From an optimization exercise on the open Yosys and OpenROAD flow, aimed at small area, a short achievable clock period and few clock cycles per item; shortcuts taken in it are not production practice. In this exercise RTL edits were held to simulation tests only and were not proved equivalent to the original.

== the reference run ==
==> flow/design.v (excerpt) <==
module Fibonacci(
    input CLK,
    input RST,
    input [31:0] INP, input IE,
    output [31:0] OUT, output OE);
export LEC_CHECK = 0
export ABC_CLOCK_PERIOD_IN_PS = 3000
export CAP_MARGIN = 20
export CORE_MARGIN = 2
export CORE_UTILIZATION = 40
export CTS_BUF_LIST = sky130_fd_sc_hd__clkbuf_8 sky130_fd_sc_hd__clkbuf_4
export SETUP_SLACK_MARGIN = 0.3
export SLEW_MARGIN = 20
export SYNTH_HIERARCHICAL = 1
create_clock -name core_clock -period 4.0 [get_ports {CLK}]
standard.sh (not shown) runs the stock make flow with config.mk's settings and CLKGATE_MAP_FILE= SYNTH_SCRIPT=/design/flow/synth_recipe.tcl, a recipe that flattens the netlist after the stock synthesis.
==> flow/flow/run.sh <==
#!/bin/bash
# The standard layout (the standard.sh: ORFS synthesis to finish), with
# the port buffers made of sky130_fd_sc_hd__buf_2 cells instead of the cell buffer_ports picks
# by default (a slow delay buffer). Make's output goes to flow.log here.
set -euo pipefail
bash standard.sh "BUFFER_PORTS_ARGS=-buffer_cell sky130_fd_sc_hd__buf_2" finish > flow.log 2>&1
The reference run completed; timing, DRC and antenna clean
Testbench counts of the reference run, summed over its fixed seeds: cycles 6,114, items 384.
For the trial run, these inputs were changed with respect to the reference run:
- swapping 3000 for 2000 in ABC_CLOCK_PERIOD_IN_PS
- swapping 0.3 for 0.6 in SETUP_SLACK_MARGIN
==> summary.txt <==
- Going from the reference run to the trial run, worst-case setup margin in the final layout moved up; total of clock buffers placed in the layout rose 1; area after synthesis barely changed.

Fibonacci, a different RTL version from the one above (not shown whole).
==> flow/config.mk <==
export PLATFORM = sky130hd
export DESIGN_NAME = Fibonacci
export DESIGN_NICKNAME = Fibonacci
export VERILOG_FILES = /design/flow/design.v
export SDC_FILE = /design/flow/constraint.sdc
export NUM_CORES = 4
export LEC_CHECK = 0
export ABC_CLOCK_PERIOD_IN_PS = 3000
export CAP_MARGIN = 20
export CORE_MARGIN = 2
export CORE_UTILIZATION = 40
export CTS_BUF_LIST = sky130_fd_sc_hd__clkbuf_8 sky130_fd_sc_hd__clkbuf_4
export SETUP_SLACK_MARGIN = 0.2
export SLEW_MARGIN = 20
export SYNTH_HIERARCHICAL = 1
==> flow/constraint.sdc <==
create_clock -name core_clock -period 4.0 [get_ports {CLK}]
set_input_delay 0.8000 -clock core_clock [delete_from_list [all_inputs] [get_ports {CLK}]]
set_output_delay 0.8000 -clock core_clock [all_outputs]
set_load 0.01 [all_outputs]
Scripts as last shown in full above: flow/flow/run.sh
The baseline never finished: it broke off in 1_2_yosys.
Testbench counts at the start, summed over its fixed seeds: cycles 1,676, items 384.
Next try:
--- a/flow/config.mk
+++ b/flow/config.mk
@@ -10,6 +10,7 @@
 export CORE_MARGIN = 2
 export CORE_UTILIZATION = 40
-export CTS_BUF_LIST = sky130_fd_sc_hd__clkbuf_8 sky130_fd_sc_hd__clkbuf_4
+export CTS_BUF_LIST = sky130_fd_sc_hd__clkbuf_16 sky130_fd_sc_hd__clkbuf_8 sky130_fd_sc_hd__clkbuf_4
 export SETUP_SLACK_MARGIN = 0.2
 export SLEW_MARGIN = 20
 export SYNTH_HIERARCHICAL = 1
+export SYNTH_MEMORY_MAX_BITS = 65536
What happened: With this change the flow completed without violations.

Another version of the RTL of Fibonacci (not shown whole).
Size in the first run: about 68 I/O pins, roughly 14000 um^2 of cells after synthesis.
Settings: LEC_CHECK=0, ABC_CLOCK_PERIOD_IN_PS=3000, CAP_MARGIN=20, CORE_MARGIN=2, CORE_UTILIZATION=40, CTS_BUF_LIST=sky130_fd_sc_hd__clkbuf_8 sky130_fd_sc_hd__clkbuf_4, SETUP_SLACK_MARGIN=0.2, SLEW_MARGIN=20, SYNTH_HIERARCHICAL=1; clock period 4.0 ns.
Scripts as last shown in full above: flow/flow/run.sh
The first run produced a clean layout.
Testbench counts at the start, summed over its fixed seeds: cycles 2,060, items 384.
Rerun with:
- CAP_MARGIN: 20 -> 0
- GPL_TIMING_DRIVEN: unset -> 0
- SETUP_SLACK_MARGIN: 0.2 -> 0.0
- SLEW_MARGIN: 20 -> 0
After rerunning: This time the run finished with negative setup slack left. Area after synthesis stays the same. Sequential share of layout area stays flat. Setup slack gets worse by 0.41 ns. Utilization came out higher by 0.19 points. Maximum frequency decreases by 9.8%. Via count is higher by 10%.
Rerun with:
- GPL_TIMING_DRIVEN: 0 -> unset
Now the flow finished with timing, DRC and antenna clean.
Setup slack gains 0.33 ns.
Utilization went down by 0.79 points.
Count of clock-buffer cells in the layout goes up by 1.
Design area goes down by 1.7%.
Die area is unchanged.
Routed wire length goes down by 27%.
Area after synthesis is unchanged.

== middle ==
Fibonacci, a different RTL version from the one above (not shown whole).
Design Fibonacci, start of the top module:
module Fibonacci(
    input CLK,
    input RST,
    input [31:0] INP, input IE,
    output [31:0] OUT, output OE);
    reg [31:0] v;
    reg [13:0] nu;       
    reg [17:0] pre;      
    reg [0:0] cb;        
    reg [1:0] pc;        
    reg [24:0] cnt;      
    reg [1:0] act;       
    reg oe;              
    wire idle = ~act[1];
    assign OUT = v;
    assign OE = oe;
    wire go = IE & idle;
    wire [6:0] r = INP[6:0];
    wire [24:0] nit = INP[31:7];
    reg [31:0] p_v;
    reg [13:0] p_nu;
    reg [0:0] p_cb;
    reg [17:0] p_pre;
    reg [13:0] p_v1;     
    always @* begin
        case (r)
        7'd0: begin p_v = 32'h00000000; p_nu = 14'h3fff; p_cb = 1'h0; p_pre = 18'h2d07d; p_v1 = 14'h2ac5; end
        7'd1: begin p_v = 32'h00000001; p_nu = 14'h3ffe; p_cb = 1'h0; p_pre = 18'h13fb0; p_v1 = 14'hae2; end
        7'd2: begin p_v = 32'h00000001; p_nu = 14'h3ffe; p_cb = 1'h0; p_pre = 18'h3fb2c; p_v1 = 14'h35a7; end
        7'd3: begin p_v = 32'h00000002; p_nu = 14'h3ffd; p_cb = 1'h0; p_pre = 18'h125dc; p_v1 = 14'h89; end
        7'd4: begin p_v = 32'h00000003; p_nu = 14'h3ffc; p_cb = 1'h0; p_pre = 18'h10c07; p_v1 = 14'h3630; end
        7'd5: begin p_v = 32'h00000005; p_nu = 14'h3ffa; p_cb = 1'h0; p_pre = 18'h21ce2; p_v1 = 14'h36b9; end
  ...
==> flow/config.mk <==
export PLATFORM = sky130hd
export DESIGN_NAME = Fibonacci
export DESIGN_NICKNAME = Fibonacci
export VERILOG_FILES = /design/flow/design.v
export SDC_FILE = /design/flow/constraint.sdc
export NUM_CORES = 4
export LEC_CHECK = 0
export ABC_CLOCK_PERIOD_IN_PS = 3000
export CAP_MARGIN = 20
export CORE_MARGIN = 2
export CORE_UTILIZATION = 40
export CTS_BUF_LIST = sky130_fd_sc_hd__clkbuf_8 sky130_fd_sc_hd__clkbuf_4
export SETUP_SLACK_MARGIN = 0.2
export SLEW_MARGIN = 20
export SYNTH_HIERARCHICAL = 1
==> flow/constraint.sdc <==
create_clock -name core_clock -period 4.0 [get_ports {CLK}]
set_input_delay 0.8000 -clock core_clock [delete_from_list [all_inputs] [get_ports {CLK}]]
set_output_delay 0.8000 -clock core_clock [all_outputs]
set_load 0.01 [all_outputs]
Scripts as last shown in full above: flow/flow/run.sh
middle | ERROR | 1_2_yosys
Testbench counts of middle, summed over its fixed seeds: cycles 935, items 384.
For south, these inputs were changed with respect to middle:
- swapping sky130_fd_sc_hd__clkbuf_8 sky130_fd_sc_hd__clkbuf_4 for sky130_fd_sc_hd__clkbuf_16 sky130_fd_sc_hd__clkbuf_8 sky130_fd_sc_hd__clkbuf_4 in CTS_BUF_LIST
- swapping 40 for 30 in CORE_UTILIZATION
- putting SYNTH_MEMORY_MAX_BITS at 65536 where nothing was set
### Flow results
south: done, clean on timing, DRC and antenna

==> separate check: timing with driven ports <==
Ports are ideal in the flow. The routed layouts listed here were re-timed in OpenROAD. Step 1 (the two cells are an assumption about what drives the block):
set clk [get_ports {CLK}]
set_driving_cell -lib_cell sky130_fd_sc_hd__clkbuf_16 $clk
set_driving_cell -lib_cell sky130_fd_sc_hd__buf_2 [delete_from_list [all_inputs] $clk]
Step 2, shift: input delay + t, output delay - t, t = (earliest + latest rising clock arrival at the registers) / 2. This alone moves slack from input paths to output paths. a / b / c = ideal ports / drivers / drivers and shift; a / b = the first two.
run | t (ns) | slack for setup (ns) | worst setup path at the end | clock arrival spread, ns | worst register clock-pin slew, ns
the reference run | 0.425 | 0.044 / 0.044 / 0.044 | register to register | 0.014 / 0.014 | 0.11 / 0.11
the trial run | 0.430 | 0.058 / 0.058 / 0.058 | register to register | 0.019 / 0.019 | 0.12 / 0.12
the second run of note 2 | 0.414 | 0.169 / 0.169 / 0.169 | register to register | 0.022 / 0.022 | 0.09 / 0.09
the first run of note 3 | 0.438 | 0.226 / 0.226 / 0.226 | register to register | 0.017 / 0.017 | 0.12 / 0.12
the second run of note 3 | 0.444 | -0.183 / -0.159 / -0.602 | input to register | 0.015 / 0.015 | 0.11 / 0.11
the third run of note 3 | 0.431 | 0.145 / 0.145 / -0.057 | input to register | 0.018 / 0.018 | 0.12 / 0.12
south | 0.420 | 0.315 / 0.347 / -0.073 | input to register | 0.014 / 0.014 | 0.08 / 0.08
Met with ideal ports but missed after step 2: setup timing in the third run of note 3 and south. For the second run of note 3, which loses most, drivers alone change the setup slack by +0.024 ns; drivers and shift together by -0.419 ns.
